This design comes from an exercise in tuning for small area, a short achievable clock period and few clock cycles per item on the open sky130 flow, not from production work. Function was checked by simulation only, so behaviour that the tests miss may differ from the original. Power figures rest on the tool's default switching activity, not on a simulated workload.

==> flow/design.v <==
module demosaic(clk, reset, in_en, data_in, wr_r, addr_r, wdata_r, rdata_r, wr_g, addr_g, wdata_g, rdata_g, wr_b, addr_b, wdata_b, rdata_b, done);
input clk;
input reset;
input in_en;
input [7:0] data_in;
output reg wr_r;
output reg [13:0] addr_r;
output reg [7:0] wdata_r;
input [7:0] rdata_r;
output reg wr_g;
output reg [13:0] addr_g;
output reg [7:0] wdata_g;
input [7:0] rdata_g;
output reg wr_b;
output reg [13:0] addr_b;
output reg [7:0] wdata_b;
input [7:0] rdata_b;
output reg done;
localparam IDLE = 2'd0, P1 = 2'd1, P2 = 2'd2, FIN = 2'd3;
reg [1:0] state;
reg [6:0] row, col;      
reg [1:0] mid_sel;       
reg [8:0] s_old, s_new;
reg [7:0] m_old, m_new;
wire [7:0] mid_v = (mid_sel == 2'd0) ? rdata_r : (mid_sel == 2'd1) ? rdata_g : rdata_b;
wire [7:0] tb_a  = (mid_sel == 2'd0) ? rdata_g : rdata_r;
wire [7:0] tb_b  = (mid_sel == 2'd2) ? rdata_g : rdata_b;
wire [8:0] s_in  = tb_a + tb_b;
wire [8:0] horiz_s = m_old + mid_v;
wire [9:0] gsum_s  = s_new + m_old + mid_v;
wire [9:0] diag_s  = s_old + tb_a + tb_b;
wire [7:0] horiz = horiz_s[8:1];
wire [7:0] vert  = s_new[8:1];
wire [7:0] gsum  = gsum_s[9:2];
wire [7:0] diag  = diag_s[9:2];
wire r0 = row[0];
wire c0 = col[0];
wire own_g = (r0 == c0);
wire own_r = ~r0 & c0;
wire own_b = r0 & ~c0;
wire [13:0] a_own = {row, col};
wire [6:0] col2 = col - 7'd2;
wire [6:0] vrow = row - ((col == 7'd0) ? 7'd2 : (col == 7'd1) ? 7'd1 : 7'd0);
wire [13:0] a_v = {vrow, col2};
wire [13:0] a_t = {vrow + 7'd1, col2};
wire c126 = (col == 7'd126);
wire c127 = (col == 7'd127);
wire [13:0] a_k = {row, col};
wire [13:0] a_pr = c126 ? {row, 7'd0} : {row + 7'd1, col};
wire pr_r = own_r;
wire pr_g = own_g;
wire pr_b = c127 | own_b;
wire [13:0] a_c1_hi = {row + 7'd1, 7'd1};
wire [13:0] a_c1_lo = {row, 7'd1};
wire [1:0] mid_next = c126 ? 2'd0 :
                      c127 ? (r0 ? 2'd0 : 2'd1) :
                      (r0 == c0) ? (r0 ? 2'd0 : 2'd2) : 2'd1;
wire last_pix = (row == 7'd127) && (col == 7'd127);
wire last_step = (row == 7'd126) && c127;
always @(posedge clk or posedge reset) begin
	if (reset) begin
		state <= IDLE;
		done <= 1'b0;
		wr_r <= 1'b0;
		wr_g <= 1'b0;
		wr_b <= 1'b0;
	end else begin
		case (state)
			IDLE, P1: begin
				if (in_en) begin
					wr_r <= ~((col == 7'd1) & r0);
					wr_g <= ~((col == 7'd1) & ~r0);
					wr_b <= 1'b1;
					state <= last_pix ? P2 : P1;
				end else begin
					wr_r <= 1'b0;
					wr_g <= 1'b0;
					wr_b <= 1'b0;
				end
			end
			P2: begin
				if (last_step) begin
					wr_r <= 1'b0;
					wr_g <= 1'b0;
					wr_b <= 1'b0;
					done <= 1'b1;
					state <= FIN;
				end else begin
					wr_r <= ~own_r & ~c127;
					wr_g <= ~own_g & ~c127;
					wr_b <= ~own_b & ~c127;
				end
			end
			default: begin
				wr_r <= 1'b0;
				wr_g <= 1'b0;
				wr_b <= 1'b0;
			end
		endcase
	end
end
always @(posedge clk) begin
	s_old <= s_new;
	m_old <= m_new;
	s_new <= s_in;
	m_new <= mid_v;
	case (state)
		IDLE, P1: begin
			if (state == IDLE) begin
				row <= 7'd0;
				col <= 7'd0;
			end
			if (in_en) begin
				addr_r <= own_r ? a_own : (~c0 ? a_t : a_v);
				addr_g <= own_g ? a_own : a_v;
				addr_b <= own_b ? a_own : (((~r0 & ~c0) | (col == 7'd1)) ? a_v : a_t);
				wdata_r <= data_in;
				wdata_g <= data_in;
				wdata_b <= data_in;
				if (state == IDLE) begin
					col <= 7'd1;
				end else if (last_pix) begin
					row <= 7'd0;
					col <= 7'd126;
				end else begin
					{row, col} <= {row, col} + 14'd1;
				end
			end
		end
		P2: begin
			addr_r <= c127 ? (r0 ? a_c1_hi : a_c1_lo) : pr_r ? a_pr : a_k;
			addr_g <= c127 ? (r0 ? a_c1_lo : a_c1_hi) : pr_g ? a_pr : a_k;
			addr_b <= pr_b ? a_pr : a_k;
			mid_sel <= mid_next;
			wdata_r <= (r0 == c0) ? (r0 ? vert : horiz) : diag;
			wdata_g <= gsum;
			wdata_b <= (r0 == c0) ? (r0 ? horiz : vert) : diag;
			{row, col} <= {row, col} + 14'd1;
		end
		default: ;
	endcase
end
endmodule
==> flow/run.sh <==
#!/bin/bash
# synth_recipe.tcl (not shown) runs the flow's synth.tcl, then flattens the netlist and writes it again
# the make line also repeats each setting of config.mk as NAME=value (left out here)
make -C /OpenROAD-flow-scripts/flow DESIGN_CONFIG=/design/flow/config.mk WORK_HOME=/design/flow/orfs CLKGATE_MAP_FILE= SYNTH_SCRIPT=/design/flow/synth_recipe.tcl finish
==> flow/config.mk <==
export PLATFORM = sky130hd
export DESIGN_NAME = demosaic
export DESIGN_NICKNAME = demosaic
export VERILOG_FILES = /design/flow/design.v
export SDC_FILE = /design/flow/constraint.sdc
export NUM_CORES = 4
export LEC_CHECK = 0
export CAP_MARGIN = 20
export CORE_MARGIN = 2
export CORE_UTILIZATION = 40
export SLEW_MARGIN = 20
==> flow/constraint.sdc <==
create_clock -name core_clock -period 5.0 [get_ports {clk}]
set_input_delay 1.0000 -clock core_clock [delete_from_list [all_inputs] [get_ports {clk}]]
set_output_delay 1.0000 -clock core_clock [all_outputs]
set_load 0.01 [all_outputs]
==> summary.txt <==
[through the flow]
step	total power, uW	hold slack [ps]	worst slack (ps)	area, sq um	instances
2_1_floorplan	1750	310	1410	8200	855
3_5_place_dp	2000	313	495	9480	1197
5_1_grt	3360	330	614	10100	1229
4_1_cts	3230	328	863	10100	1229
6_report	3210	326	836	10100	1229
3_3_place_gp	1990	310	516	9480	1197
[power breakdown]
| part | total, uW | internal (uW) | switching (uW) |
|---|---|---|---|
| logic | 749 | 349 | 400 |
| registers | 1230 | 1170 | 59.1 |
| clock network | 1230 | 743 | 487 |
[state kept, by name, indices dropped and copies added, names as in the netlist, 2 cells and up]
register,flops
m_old,8
row,7
addr_r,14
mid_sel,2
m_new,8
col,7
wdata_g,8
s_old,9
wdata_b,8
s_new,9
addr_g,14
wdata_r,8
state,2
addr_b,14
[cell type report]
class                   instances  area (sq um)
flip-flops and latches        122          3290
inverters                      76           285
repair buffers                119          1150
clock buffers                  19           475
fillers                      1900         10100
clock inverters                13           114
multi-input cells             610          4410
well taps                     270           338
[cells in the final DEF (no fill, tap or decap), types with 10 or more instances in the layout]
cell type	n
a21oi_1	52
edfxtp_1	82
mux2_2	12
nand2_1	73
clkbuf_16	19
o21ai_0	59
clkdlybuf4s50_1	104
a21o_1	10
buf_4	15
nand3_1	19
dfxtp_1	34
a22o_1	12
nor2_1	58
inv_1	73
fa_1	19
xor2_1	22
xnor2_1	24
mux2i_1	26
ha_1	46
nor3_1	14
a31oi_1	13
[logic make-up (layout without fill, tap and decap cells)]
group / Yosys count / count (layout) / share of synthesized area
buffers and inverters: 123 / 227 / 0.0612
AND/OR/NAND/NOR: 228 / 228 / 0.134
adder cells (fa/ha/maj): 65 / 65 / 0.117
flip-flops: 122 / 122 / 0.401
AO/OA/AOI/OAI: 232 / 232 / 0.187
multiplexers: 38 / 38 / 0.0482
XOR/XNOR: 47 / 47 / 0.0525
[how the worst max path moves through the flow]
stage	to	cells past startpoint
2_1_floorplan	addr_r[13]	14
3_5_place_dp	wdata_b[7]	14
5_1_grt	addr_r[13]	12
6_report	addr_r[13]	12
4_1_cts	addr_r[13]	12
3_3_place_gp	wdata_b[7]	14
[per-layer routing]
metal | vias up | GRT usage
met5 | - | 0
met4 | 0 | 0.0707
met3 | 39 | 0.0401
met2 | 219 | 0.352
met1 | 3048 | 0.247
li1 | 3271 | -
==> results.yml <==
clock_tree:
  holdBufCountCts: 0
  cts_resized: 0
  insertion_delay_ps: 430
  cts.sinks: 122
  clk_pin_slew_worst_paths_ps: 60
  cts_buffers: 17
  clockBufferDepth: 2
  htree_levels: 4
  cts_tree: "yes"
  root_buffer: "clkbuf_16"
  postCtsSetupBuffers: 0
sta:
  skew_ps: 9.90
  fin_crit_ps: 4160
  slew_headroom: 0.373
  tightestPinTransition_ps: 938
  fin_crit_sh: 0.833
  rsz0062_at_grt: "false"
  hold_viol: 0
  setup_viol: 0
  final.setup.tns_ps: 0
  report.final.slew_viol_count: 0
  fmax_ghz: 0.240
drt:
  routed.top_layer: "met4"
  vias_per_cell: 5.35
  vias: 6577
  ant_nets: 0
  wl_met2_mm: 10.4
  met3WireLength_mm: 1.08
  wl_mm: 21.1
  drt-met1-wl_mm: 9.10
  dr.pass1.iters: 5
  drc: 0
  drt-initial-drc-count: 389
  wl_per_cell_microns: 17.2
setup_path:
  worstSetupPathType: "reg2reg"
  cp.arrival_ps: 4340
  critPathBufInv: 1
  startpoint_type: "register"
  path_max_fanout: 14
  crit_start: "col[3]"
  r2r_slack_ps: 840
  slowest_stage: "or4_4"
  r2r_cells: 12
  crit_chain: "nor4_4 -> nand3_1 -> nor2_1 -> ha_1 -> inv_1 -> fa_1 -> or4_4 -> o22ai_2 -> a22o_4 -> nand3_2 -> a21boi_1 -> or3_1"
  crit_family: "simple AND/OR/NAND/NOR gates"
  endpoint_kind: "register"
  r2r-end: "addr_r[13]"
  cp.required_ps: 5180
  r2r-start: "col[3]"
  cp_slowest_stage_delay_ps: 630
floorplan:
  die_x_microns: 147
  core_area_sq_um: 20200
  num_rows: 52
  ios: 105
  die-area_sq_um: 21700
  die_h_microns: 147
  start_util: 0.407
synthesis:
  synth_cells: 855
  synth.area.top_cells: "edfxtp_1 (30%), dfxtp_1 (8.3%), ha_1 (7.0%), fa_1 (4.6%), o21ai_0 (3.6%)"
  avgSynthCellArea_sq_um: 9.60
  seq_area_frac_synth: 0.401
  yosys_most_used_dff: "edfxtp_1"
  synth_top_area_frac: 0.300
  synth_area_sq_um: 8200
  yosys-top-cells-count: "edfxtp_1 (82), nand2_1 (74), inv_1 (73), o21ai_0 (59), nor2_1 (58)"
  synth_nets: 955
  synth_edf_count: 82
  yosys.cell_types.count: 78
  yosysMostFrequentCell: "edfxtp_1"
  ys_ff_latch: 122
  yosysTopAreaCell: "edfxtp_1"
  async_reset_ff_frac: 0.0492
  ys_warn_count: 1
place:
  hpwl_mm: 15.9
  place.gp.congestion: 0.917
  io_buffers: 104
worst_hold_path:
  holdCritPathClass: "reg2reg"
  min_to: "m_old[0]"
  whs_path_depth: 0
  hp-start: "m_new[0]"
layout:
  syn_to_final_growth_pct: 22.8
  layout.nets: 1046
  finalCoreUtilization: 0.499
  layout-drive-gt1-share: 0.0834
  antenna_cells: 0
grt:
  grt_pass1_wl_mm: 34.1
  grt_pass1_vias: 6522
  gr-usage-all-layers: 0.201
  grt_max_degree: 38
  antenna_found_initial: 0
  globalRouteOverflowTotal: 0
power:
  ir_drop_v: 0.000198
  p_leak_uw: 0.00411
  p_per_area_nw_per_um2: 318
outcome:
  status: "timing/DRC/antenna clean"
run:
  drv_cap: 0
Testbench counts, summed over its fixed seeds: cycles 260,120, images 8.

re-timing with driven ports:
The results above use ideal ports. As a check the final layout listed here was re-extracted and re-timed, cells and wires unchanged.
Step 1: set_driving_cell puts a clkbuf_16 on clk and a buf_2 on each other input, an assumption about the parent block.
Step 2 adds t to the input delays and takes it off the output delays; t is the mean of the earliest and latest rising clock arrival at the registers after step 1. Input paths then give back, and output paths get back, about the clock's delay inside the block.
a / b / c = no drivers / after step 1 / after step 2; a / b = the first two.
t (ns): 0.472
slack for setup (ns): 0.836 / 0.836 / 0.484
latest minus earliest clock arrival (ns): 0.010 / 0.010
pins driven straight from the clock port: 1
After both steps setup and hold are still met in this run. For this run, drivers alone change the setup slack by 0.000 ns; drivers and shift together by -0.352 ns.
